From an optimization exercise on the open Yosys and OpenROAD flow, aimed at small area, a short achievable clock period and few clock cycles per item; shortcuts taken in it are not production practice.
In this exercise RTL edits were held to simulation tests only and were not proved equivalent to the original.
Power is estimated from default activity; no workload was simulated.

== v31 ==
Design cordic, start of the top module:
module cordic(
    input clk,
    input rst,                 
    input start,               
    input signed [7:0] xin,
    input signed [7:0] yin,
    input signed [7:0] angle,
    output reg signed [7:0] sine,
    output reg done
);
Size: ~36 I/O pins, ~3000 sq um of cells after synthesis.
export LEC_CHECK = 0
export ABC_AREA = 1
export CAP_MARGIN = 20
export CORE_MARGIN = 2
export CORE_UTILIZATION = 70
export SETUP_SLACK_MARGIN = 0.8
export SLEW_MARGIN = 20
create_clock -name core_clock -period 4.0 [get_ports {clk}]
standard.sh (not shown) runs the stock make flow with config.mk's settings and CLKGATE_MAP_FILE= SYNTH_SCRIPT=/design/flow/synth_recipe.tcl, a recipe that flattens the netlist after the stock synthesis.
==> flow/flow/run.sh <==
#!/bin/bash
# The standard layout, with the port buffers made from buf_2 cells instead of the
# slow delay buffers buffer_ports picks by default.
set -euo pipefail
export BUFFER_PORTS_ARGS="-buffer_cell sky130_fd_sc_hd__buf_2"

bash standard.sh > standard.log 2>&1
v31 finished every stage and its layout cleared the timing, design-rule and antenna checks.
Testbench counts of v31, summed over its fixed seeds: cycles 28,000, items 4,000.
For v6, these inputs were changed with respect to v31:
Settings: ABC_AREA: 1 -> unset.
-- flow/flow/run.sh --
<<< v31, line 5
export BUFFER_PORTS_ARGS="-buffer_cell sky130_fd_sc_hd__buf_2"

bash standard.sh > standard.log 2>&1
>>> v6, line 5
export BUFFER_PORTS_ARGS="-buffer_cell sky130_fd_sc_hd__buf_2"
bash standard.sh > standard.log 2>&1
==> run summary <==
Total length of routed met3 wires shrinks by more than 10% when moving from v31 to v6.
Going from v31 to v6, the area added between synthesis and finish was found to have gone down by 0.80 points.
Maximum net fanout on the critical path: v6 lower than v31
v6 — share of the clock period used by the worst path 0.17 points higher, v31 as reference
The lower time the worst path needs with I/O delays and setup came out of v31.
Number of clock buffers in the layout ended up 2 higher on v6 than on v31.
## Diff of input files: v18 against v6
Settings: a change of CORE_UTILIZATION from 70 to 40; a change of SETUP_SLACK_MARGIN from 0.8 to 1.2.
==> flow/run.sh (new file) <==
#!/bin/bash
# synth_recipe.tcl (not shown) runs the flow's synth.tcl, then flattens the netlist and writes it again
# the make line also repeats each setting of config.mk as NAME=value (left out here)
make -C /OpenROAD-flow-scripts/flow DESIGN_CONFIG=/design/flow/config.mk WORK_HOME=/design/flow/orfs CLKGATE_MAP_FILE= SYNTH_SCRIPT=/design/flow/synth_recipe.tcl finish
removed: flow/flow/run.sh
removed: flow/standard.sh
## What came out
- Against v6, the final cell area of v18 is higher.
- On count of buffering cells on the critical path with inverters included: v18 sits above v6.
- When v18 is measured against v6, its part of the cycle the worst path needs turns out 6.1 points lower.
- v18 — post-detailed-routing wire length about 20% higher, v6 as reference
- Routed via count, v18 vs v6: up by a few percent
- Time the final worst path needs with I/O delays and setup ends up lower on v18.
- First-pass GRT wire length: higher on v18
- [compare] base=v6 new=v18: met1 capacity usage during global routing fell by 10 points, met2 global-route usage lower, non-clock buffer count increased by 33 relative to the old numbers, utilization shows a reduction of 23 points.
--- input diff v18..v43 ---
Settings: swapping 1.2 for 0.4 in SETUP_SLACK_MARGIN.
- Re wire length: v18 was higher than v43.
- Against v18, routed wirelength normalized by instance count in v43 fell by a little under 10%.
- Summary of v43 over v18: wire length of the first global-routing pass dropped 4.2%, end-of-flow core utilization shows a reduction of 6.2 points.
- v43 vs v18, total of plain and repair buffers excluding clock buffers went down by about 43%.
- Sequential cell area, v43 vs v18: down by a few percent

Another version of the RTL of cordic (not shown whole).
Size: roughly 320 cells after synthesis, about 32 flip-flops, about 36 I/O pins, about 2800 sq um of cells after synthesis.
export LEC_CHECK = 0
export CAP_MARGIN = 20
export CORE_MARGIN = 2
export CORE_UTILIZATION = 70
export PLACE_DENSITY = 0.85
export SETUP_SLACK_MARGIN = 0.8
export SLEW_MARGIN = 20
create_clock -name core_clock -period 4.0 [get_ports {clk}]
==> flow/flow/run.sh <==
#!/bin/bash
# The standard layout, with the port buffers made from buf_2 cells instead of the
# slow delay buffers buffer_ports picks by default.
set -euo pipefail
export BUFFER_PORTS_ARGS="-buffer_cell sky130_fd_sc_hd__buf_2"

bash standard.sh > standard.log 2>&1
Testbench counts at the start, summed over its fixed seeds: cycles 28,000, items 4,000.
Change:
--- a/flow/config.mk
+++ b/flow/config.mk
@@ -9,5 +9,4 @@
 export CORE_MARGIN = 2
 export CORE_UTILIZATION = 70
-export PLACE_DENSITY = 0.85
-export SETUP_SLACK_MARGIN = 0.8
+export SETUP_SLACK_MARGIN = 1.2
 export SLEW_MARGIN = 20
=> Cell area went up by about 12%. Maximum frequency went up by about 3.4%. Routed wire length went up by about 54%. Cell count went up by about 6.5%. Clock-buffer cell count does not change. Area after synthesis is unchanged. Utilization went up by 10 points. Clock skew hardly moves. Non-clock buffer count went up by 25.
Change:
--- a/flow/flow/run.sh
+++ b/flow/flow/run.sh
@@ -4,4 +4,4 @@
 set -euo pipefail
 export BUFFER_PORTS_ARGS="-buffer_cell sky130_fd_sc_hd__buf_2"
-
+export ADDER_MAP_FILE=
 bash standard.sh > standard.log 2>&1
--- a/flow/config.mk
+++ b/flow/config.mk
@@ -9,4 +9,4 @@
 export CORE_MARGIN = 2
 export CORE_UTILIZATION = 70
-export SETUP_SLACK_MARGIN = 1.2
+export SETUP_SLACK_MARGIN = 0.8
 export SLEW_MARGIN = 20
The changed run passed the timing, design-rule and antenna checks.
Non-clock buffer count falls by 19.
Global-route usage shrinks by 3.2 points.
Setup slack got worse by 76 ps.
Synthesized area came out higher by 5.0%.

RTL: one of the versions met above, not the one the previous note started from.
Size in the first run: about 340 cells after synthesis, roughly 32 flip-flops, ~36 I/O pins, about 2800 sq um of cells after synthesis.
==> flow/design.v (excerpt) <==
module cordic(
    input clk,
    input rst,                 
    input start,               
    input signed [7:0] xin,
    input signed [7:0] yin,
    input signed [7:0] angle,
    output reg signed [7:0] sine,
    output reg done
);
clock: 4.0 ns
lec_check: 0
abc_clock_period_in_ps: 2000
cap_margin: 20
core_margin: 2
core_utilization: 70
setup_slack_margin: 0.8
slew_margin: 20
==> flow/flow/run.sh <==
#!/bin/bash
# The standard layout, with the port buffers made from buf_2 cells instead of the
# slow delay buffers buffer_ports picks by default.
set -euo pipefail
export BUFFER_PORTS_ARGS="-buffer_cell sky130_fd_sc_hd__buf_2"
bash standard.sh > standard.log 2>&1
Testbench counts at the start, summed over its fixed seeds: cycles 28,000, items 4,000.
Edit:
--- a/flow/config.mk
+++ b/flow/config.mk
@@ -6,8 +6,7 @@
 export NUM_CORES = 4
 export LEC_CHECK = 0
-export ABC_CLOCK_PERIOD_IN_PS = 2000
 export CAP_MARGIN = 20
 export CORE_MARGIN = 2
 export CORE_UTILIZATION = 70
-export SETUP_SLACK_MARGIN = 0.8
+export SETUP_SLACK_MARGIN = 1.2
 export SLEW_MARGIN = 20
- The new run completed without violations
- die area is unchanged
- hold slack degrades by 0.097 ns
- clock power rises by about 2%
- wire length rose by about 15%
- non-clock buffer count went up by 16
- design area rose by about 9%
- final cell count is higher by 3.8%
- sequential power rises by about 2%
- sequential share of layout area shrinks by 1.1 points
- utilization grows by 6.8 points
Edit:
==> flow/run.sh (new file) <==
#!/bin/bash
# synth_recipe.tcl (not shown) runs the flow's synth.tcl, then flattens the netlist and writes it again
# the make line also repeats each setting of config.mk as NAME=value (left out here)
make -C /OpenROAD-flow-scripts/flow DESIGN_CONFIG=/design/flow/config.mk WORK_HOME=/design/flow/orfs CLKGATE_MAP_FILE= SYNTH_SCRIPT=/design/flow/synth_recipe.tcl finish
--- a/flow/config.mk
+++ b/flow/config.mk
@@ -8,5 +8,4 @@
 export CAP_MARGIN = 20
 export CORE_MARGIN = 2
-export CORE_UTILIZATION = 70
-export SETUP_SLACK_MARGIN = 1.2
+export CORE_UTILIZATION = 40
 export SLEW_MARGIN = 20
removed: flow/flow/run.sh
removed: flow/standard.sh
=> Global-route usage came out lower by 15 points; synthesized area is unchanged; via count fell by 9.3%; synthesized cell count does not change; power shrinks by 7.7%; utilization shrinks by 37 points; cell area goes down by 0.63%; hold slack gains 0.11 ns; setup slack degrades by 0.68 ns.
Edit:
--- a/flow/config.mk
+++ b/flow/config.mk
@@ -8,4 +8,5 @@
 export CAP_MARGIN = 20
 export CORE_MARGIN = 2
-export CORE_UTILIZATION = 40
+export CORE_UTILIZATION = 70
+export SETUP_SLACK_MARGIN = 0.8
 export SLEW_MARGIN = 20
Outcome: The new run completed without violations. Maximum frequency went up by about a fifth. Clock power barely changes. Non-clock buffer count is unchanged. Clock skew went down by 0.0031 ns. Cell area went down slightly. Area after synthesis stays the same. Total power went up slightly. Flip-flop and latch count is unchanged.
Edit:
--- a/flow/config.mk
+++ b/flow/config.mk
@@ -8,5 +8,5 @@
 export CAP_MARGIN = 20
 export CORE_MARGIN = 2
-export CORE_UTILIZATION = 70
+export CORE_UTILIZATION = 40
 export SETUP_SLACK_MARGIN = 0.8
 export SLEW_MARGIN = 20
=> Core utilization came out lower by 35 points; combinational power hardly moves; register-to-register slack gets better by 0.07 ns.
Edit:
==> flow/flow/run.sh (new file) <==
#!/bin/bash
# The standard layout, with the port buffers made from buf_2 cells instead of the
# slow delay buffers buffer_ports picks by default.
set -euo pipefail
export BUFFER_PORTS_ARGS="-buffer_cell sky130_fd_sc_hd__buf_2"

bash standard.sh > standard.log 2>&1
==> flow/standard.sh (new file) <==
#!/bin/bash
# synth_recipe.tcl (not shown) runs the flow's synth.tcl, then flattens the netlist and writes it again
# the make line also repeats each setting of config.mk as NAME=value (left out here)
make -C /OpenROAD-flow-scripts/flow DESIGN_CONFIG=/design/flow/config.mk WORK_HOME=/design/flow/orfs CLKGATE_MAP_FILE= SYNTH_SCRIPT=/design/flow/synth_recipe.tcl "${@:-finish}"
--- a/flow/config.mk
+++ b/flow/config.mk
@@ -8,5 +8,8 @@
 export CAP_MARGIN = 20
 export CORE_MARGIN = 2
-export CORE_UTILIZATION = 40
+export CORE_UTILIZATION = 70
+export CTS_BUF_LIST = sky130_fd_sc_hd__clkbuf_16
+export CTS_CLUSTER_DIAMETER = 200
+export CTS_CLUSTER_SIZE = 50
 export SETUP_SLACK_MARGIN = 0.8
 export SLEW_MARGIN = 20
removed: flow/run.sh
Clock power rises by 34%.
Utilization rises by 31 points.
Power falls by 1.4%.

== run A ==
cordic, a different RTL version from the one above (not shown whole).
Size: ~290 cells after synthesis, ~32 flip-flops, about 36 I/O pins.
export LEC_CHECK = 0
export CAP_MARGIN = 20
export CORE_MARGIN = 2
export CORE_UTILIZATION = 70
export CTS_BUF_LIST = sky130_fd_sc_hd__clkbuf_8
export PLACE_DENSITY = 0.7
export SETUP_SLACK_MARGIN = 1.1
export SLEW_MARGIN = 20
create_clock -name core_clock -period 4.0 [get_ports {clk}]
==> flow/flow/run.sh <==
#!/bin/bash
# The standard layout, with the port buffers made from buf_2 cells instead of the
# slow delay buffers buffer_ports picks by default.
set -euo pipefail
export BUFFER_PORTS_ARGS="-buffer_cell sky130_fd_sc_hd__buf_2"

bash standard.sh > standard.log 2>&1
Testbench counts of run A, summed over its fixed seeds: cycles 28,000, items 4,000.
Modified inputs, run B compared to run A
# run A
export LEC_CHECK = 0
export CAP_MARGIN = 20
export CORE_MARGIN = 2
export CORE_UTILIZATION = 70
export CTS_BUF_LIST = sky130_fd_sc_hd__clkbuf_8
export PLACE_DENSITY = 0.7
export SETUP_SLACK_MARGIN = 1.1
export SLEW_MARGIN = 20
create_clock -name core_clock -period 4.0 [get_ports {clk}]
# run B
export LEC_CHECK = 0
export CAP_MARGIN = 20
export CORE_MARGIN = 2
export CORE_UTILIZATION = 70
export SETUP_SLACK_MARGIN = 1.0
export SLEW_MARGIN = 20
create_clock -name core_clock -period 4.0 [get_ports {clk}]
==> comparison <==
Run B: no failed stages, no open violations at the end
Cmp run B vs run A: net switching share of the total power higher in run B
Combinational power: run B lower than run A
Against run A as the reference, run B delivers a higher post-route clock period utilization.
Final cell count: run B vs run A — no meaningful difference
Run B ends up with a final critical delay including setup and external delays that is 0.078 ns higher than in run A.
Diff run A -> run B | met3 layer wire length in the routed design | up by a little under 10%
Run B gives more number of DRC markers in iteration 0 than run A did.
Design area for run B: 1.9% down relative to run A
--- input diff run B..run C ---
# run B
export LEC_CHECK = 0
export CAP_MARGIN = 20
export CORE_MARGIN = 2
export CORE_UTILIZATION = 70
export SETUP_SLACK_MARGIN = 1.0
export SLEW_MARGIN = 20
create_clock -name core_clock -period 4.0 [get_ports {clk}]
# run C
export LEC_CHECK = 0
export CAP_MARGIN = 20
export CORE_MARGIN = 2
export CORE_UTILIZATION = 70
export CTS_BUF_LIST = sky130_fd_sc_hd__clkbuf_4
export SETUP_SLACK_MARGIN = 1.0
export SLEW_MARGIN = 20
create_clock -name core_clock -period 4.0 [get_ports {clk}]
Notes after the runs:
Re number of flops mapped to enable cells by yosys: no difference whatsoever between run C and run B. Summary of run C over run B: setup slack level; final worst hold slack level; xor-xnor portion of the synthesized cell area level. Diff run C..run B | share of total power in sequential cells | negligible. For total power of the final layout, run B and run C come out practically identical. Delta (run C minus run B): clock-buffer cell count held steady; design area essentially unchanged.
Changes in run D relative to run C:
# run C
export LEC_CHECK = 0
export CAP_MARGIN = 20
export CORE_MARGIN = 2
export CORE_UTILIZATION = 70
export CTS_BUF_LIST = sky130_fd_sc_hd__clkbuf_4
export SETUP_SLACK_MARGIN = 1.0
export SLEW_MARGIN = 20
create_clock -name core_clock -period 4.0 [get_ports {clk}]
# run D
export LEC_CHECK = 0
export CAP_MARGIN = 20
export CORE_MARGIN = 2
export CORE_UTILIZATION = 70
export SETUP_SLACK_MARGIN = 1.0
export SLEW_MARGIN = 20
create_clock -name core_clock -period 4.0 [get_ports {clk}]
--- a/flow/flow/run.sh
+++ b/flow/flow/run.sh
@@ -5,3 +5,3 @@
 export BUFFER_PORTS_ARGS="-buffer_cell sky130_fd_sc_hd__buf_2"
-
+export ADDER_MAP_FILE=
 bash standard.sh > standard.log 2>&1
--- outcome ---
Run D vs. run C: core footprint picked up an extra 17%, cell area after layout increased by about 14% relative to the old numbers, power density over the cells comparable, setup slack after layout decreased by 0.095 ns relative to the old numbers, pin count of the biggest net entering global routing has decreased.
Run D completed; timing, DRC and antenna clean
Run D: fraction of area in clock buffers and inverters 0.62 points above run C
The run with more routed wire is run D, not run C.
Looking only at initial core utilization, and setting everything else aside, the higher value of run C and run D goes to run C.

cordic with an RTL version that a note above also has.
Size: ~32 flip-flops, about 36 I/O pins, ~2800 sq um of cells after synthesis.
// cordic
module cordic(
    input clk,
    input rst,                 
    input start,               
    input signed [7:0] xin,
    input signed [7:0] yin,
    input signed [7:0] angle,
    output reg signed [7:0] sine,
    output reg done
);
    reg signed [7:0] x, y, z;
    reg [6:0] ph;
    wire idle = ph[0];
    reg [7:0] xs, ys, at;
    integer j, k;
    always @(*) begin
        for (j = 0; j < 8; j = j + 1) begin
            xs[j] = idle & xin[j];
            ys[j] = idle & yin[j];
            for (k = 1; k < 7; k = k + 1) begin
                xs[j] = xs[j] | (ph[k] & x[(j + k > 7) ? 7 : j + k]);
                ys[j] = ys[j] | (ph[k] & y[(j + k > 7) ? 7 : j + k]);
            end
        end
        at = ({8{idle}} & 8'd50) | ({8{ph[1]}} & 8'd29) | ({8{ph[2]}} & 8'd15)
           | ({8{ph[3]}} & 8'd8) | ({8{ph[4]}} & 8'd4) | ({8{ph[5]}} & 8'd2)
           | ({8{ph[6]}} & 8'd1);
    end
    wire signed [7:0] xa = idle ? xin : x;
    wire signed [7:0] ya = idle ? yin : y;
    wire signed [7:0] za = idle ? angle : z;
    wire neg = za[7];
    function [7:0] addsub;
        input [7:0] a, b;
        input n;
        reg [7:0] bb, g, p, gg, pp, gn, pn;
        integer i, s;
        begin
            bb = b ^ {8{n}};
            g = a & bb;
            p = a ^ bb;
  ...
==> flow/config.mk <==
export PLATFORM = sky130hd
export DESIGN_NAME = cordic
export DESIGN_NICKNAME = cordic
export VERILOG_FILES = /design/flow/design.v
export SDC_FILE = /design/flow/constraint.sdc
export NUM_CORES = 4
export LEC_CHECK = 0
export CAP_MARGIN = 5
export CORE_MARGIN = 2
export CORE_UTILIZATION = 70
export SETUP_SLACK_MARGIN = 1.0
export SLEW_MARGIN = 5
==> flow/constraint.sdc <==
create_clock -name core_clock -period 4.0 [get_ports {clk}]
set_input_delay 0.8000 -clock core_clock [delete_from_list [all_inputs] [get_ports {clk}]]
set_output_delay 0.8000 -clock core_clock [all_outputs]
set_load 0.01 [all_outputs]
==> flow/flow/run.sh <==
#!/bin/bash
# The standard layout, with the port buffers made from buf_2 cells instead of the
# slow delay buffers buffer_ports picks by default.
set -euo pipefail
export BUFFER_PORTS_ARGS="-buffer_cell sky130_fd_sc_hd__buf_2"

bash standard.sh > standard.log 2>&1
Testbench counts at the start, summed over its fixed seeds: cycles 28,000, items 4,000.
Change:
Settings changed: CAP_MARGIN 5 to 20, SETUP_SLACK_MARGIN 1.0 to 0.8, SLEW_MARGIN 5 to 20.
The changed run finished with timing, DRC and antenna clean.
Design area shrinks by 2.4%.
Count of clock-buffer cells in the layout does not change.
Worst setup slack gets worse by 93 ps.
Fmax shrinks by 3.1%.
Change:
Settings changed: SETUP_SLACK_MARGIN 0.8 to 1.0.
Result:
- global-route usage went up by 0.14 points
- worst hold slack gets worse by 9.4 ps
- count of clock-buffer cells in the layout does not change
- non-clock buffer count climbs by 7
- clock skew barely changes
- area after synthesis is unchanged
- routed wire length increases by about 5%
- power is higher by about 3.5%
- setup slack improved by 93 ps
- maximum frequency goes up by about 3%
- cell area grows by about 2.5%

[port drivers added, routing unchanged]
The flow's constraints put no driver on any port. The routed layouts listed below were extracted and timed again, unchanged, in two steps.
Step 1: set_driving_cell puts a clkbuf_16 on clk and a buf_2 on each other input, an assumption about the parent block.
Step 2 times the ports against the registers' clock, not the clock port: input delays grow and output delays shrink by t, the midpoint of the rising clock arrivals with the driver on.
a / b / c = ideal ports / drivers / drivers and shift; a / b = the first two.
run	t (ns)	setup WS [ns]	worst register clock-pin slew, ns
v31	0.315	0.943 / 0.914 / 0.987	0.07 / 0.07
v6	0.319	0.936 / 0.907 / 0.686	0.07 / 0.07
v18	0.319	1.179 / 1.149 / 0.964	0.07 / 0.07
v43	0.322	0.589 / 0.561 / 0.508	0.08 / 0.08
the first run of note 2	0.316	0.953 / 0.949 / 0.648	0.07 / 0.07
the second run of note 2	0.321	1.053 / 1.023 / 0.995	0.08 / 0.08
the third run of note 2	0.314	0.977 / 0.981 / 0.674	0.07 / 0.07
the first run of note 3	0.319	0.936 / 0.907 / 0.686	0.07 / 0.07
the second run of note 3	0.320	1.068 / 1.040 / 0.934	0.07 / 0.07
the third run of note 3	0.324	0.383 / 0.353 / 0.514	0.08 / 0.08
the fourth run of note 3	0.320	0.928 / 0.900 / 0.601	0.07 / 0.07
the fifth run of note 3	0.323	0.717 / 0.688 / 0.643	0.08 / 0.08
the sixth run of note 3	0.309	0.984 / 0.966 / 0.689	0.05 / 0.05
run A	0.320	1.232 / 1.204 / 0.958	0.08 / 0.08
run B	0.373	1.154 / 1.128 / 0.925	0.12 / 0.12
run C	0.373	1.154 / 1.128 / 0.925	0.12 / 0.12
run D	0.326	1.059 / 1.029 / 0.879	0.07 / 0.07
the first run of note 5	0.315	1.084 / 1.055 / 0.859	0.07 / 0.07
the second run of note 5	0.314	0.991 / 0.962 / 0.750	0.07 / 0.07
the third run of note 5	0.315	1.084 / 1.055 / 0.859	0.07 / 0.07
After both steps every run listed still meets setup and hold. The setup slack of the fourth run of note 3, which loses most, moves by -0.028 ns with the drivers and by -0.327 ns with both steps.
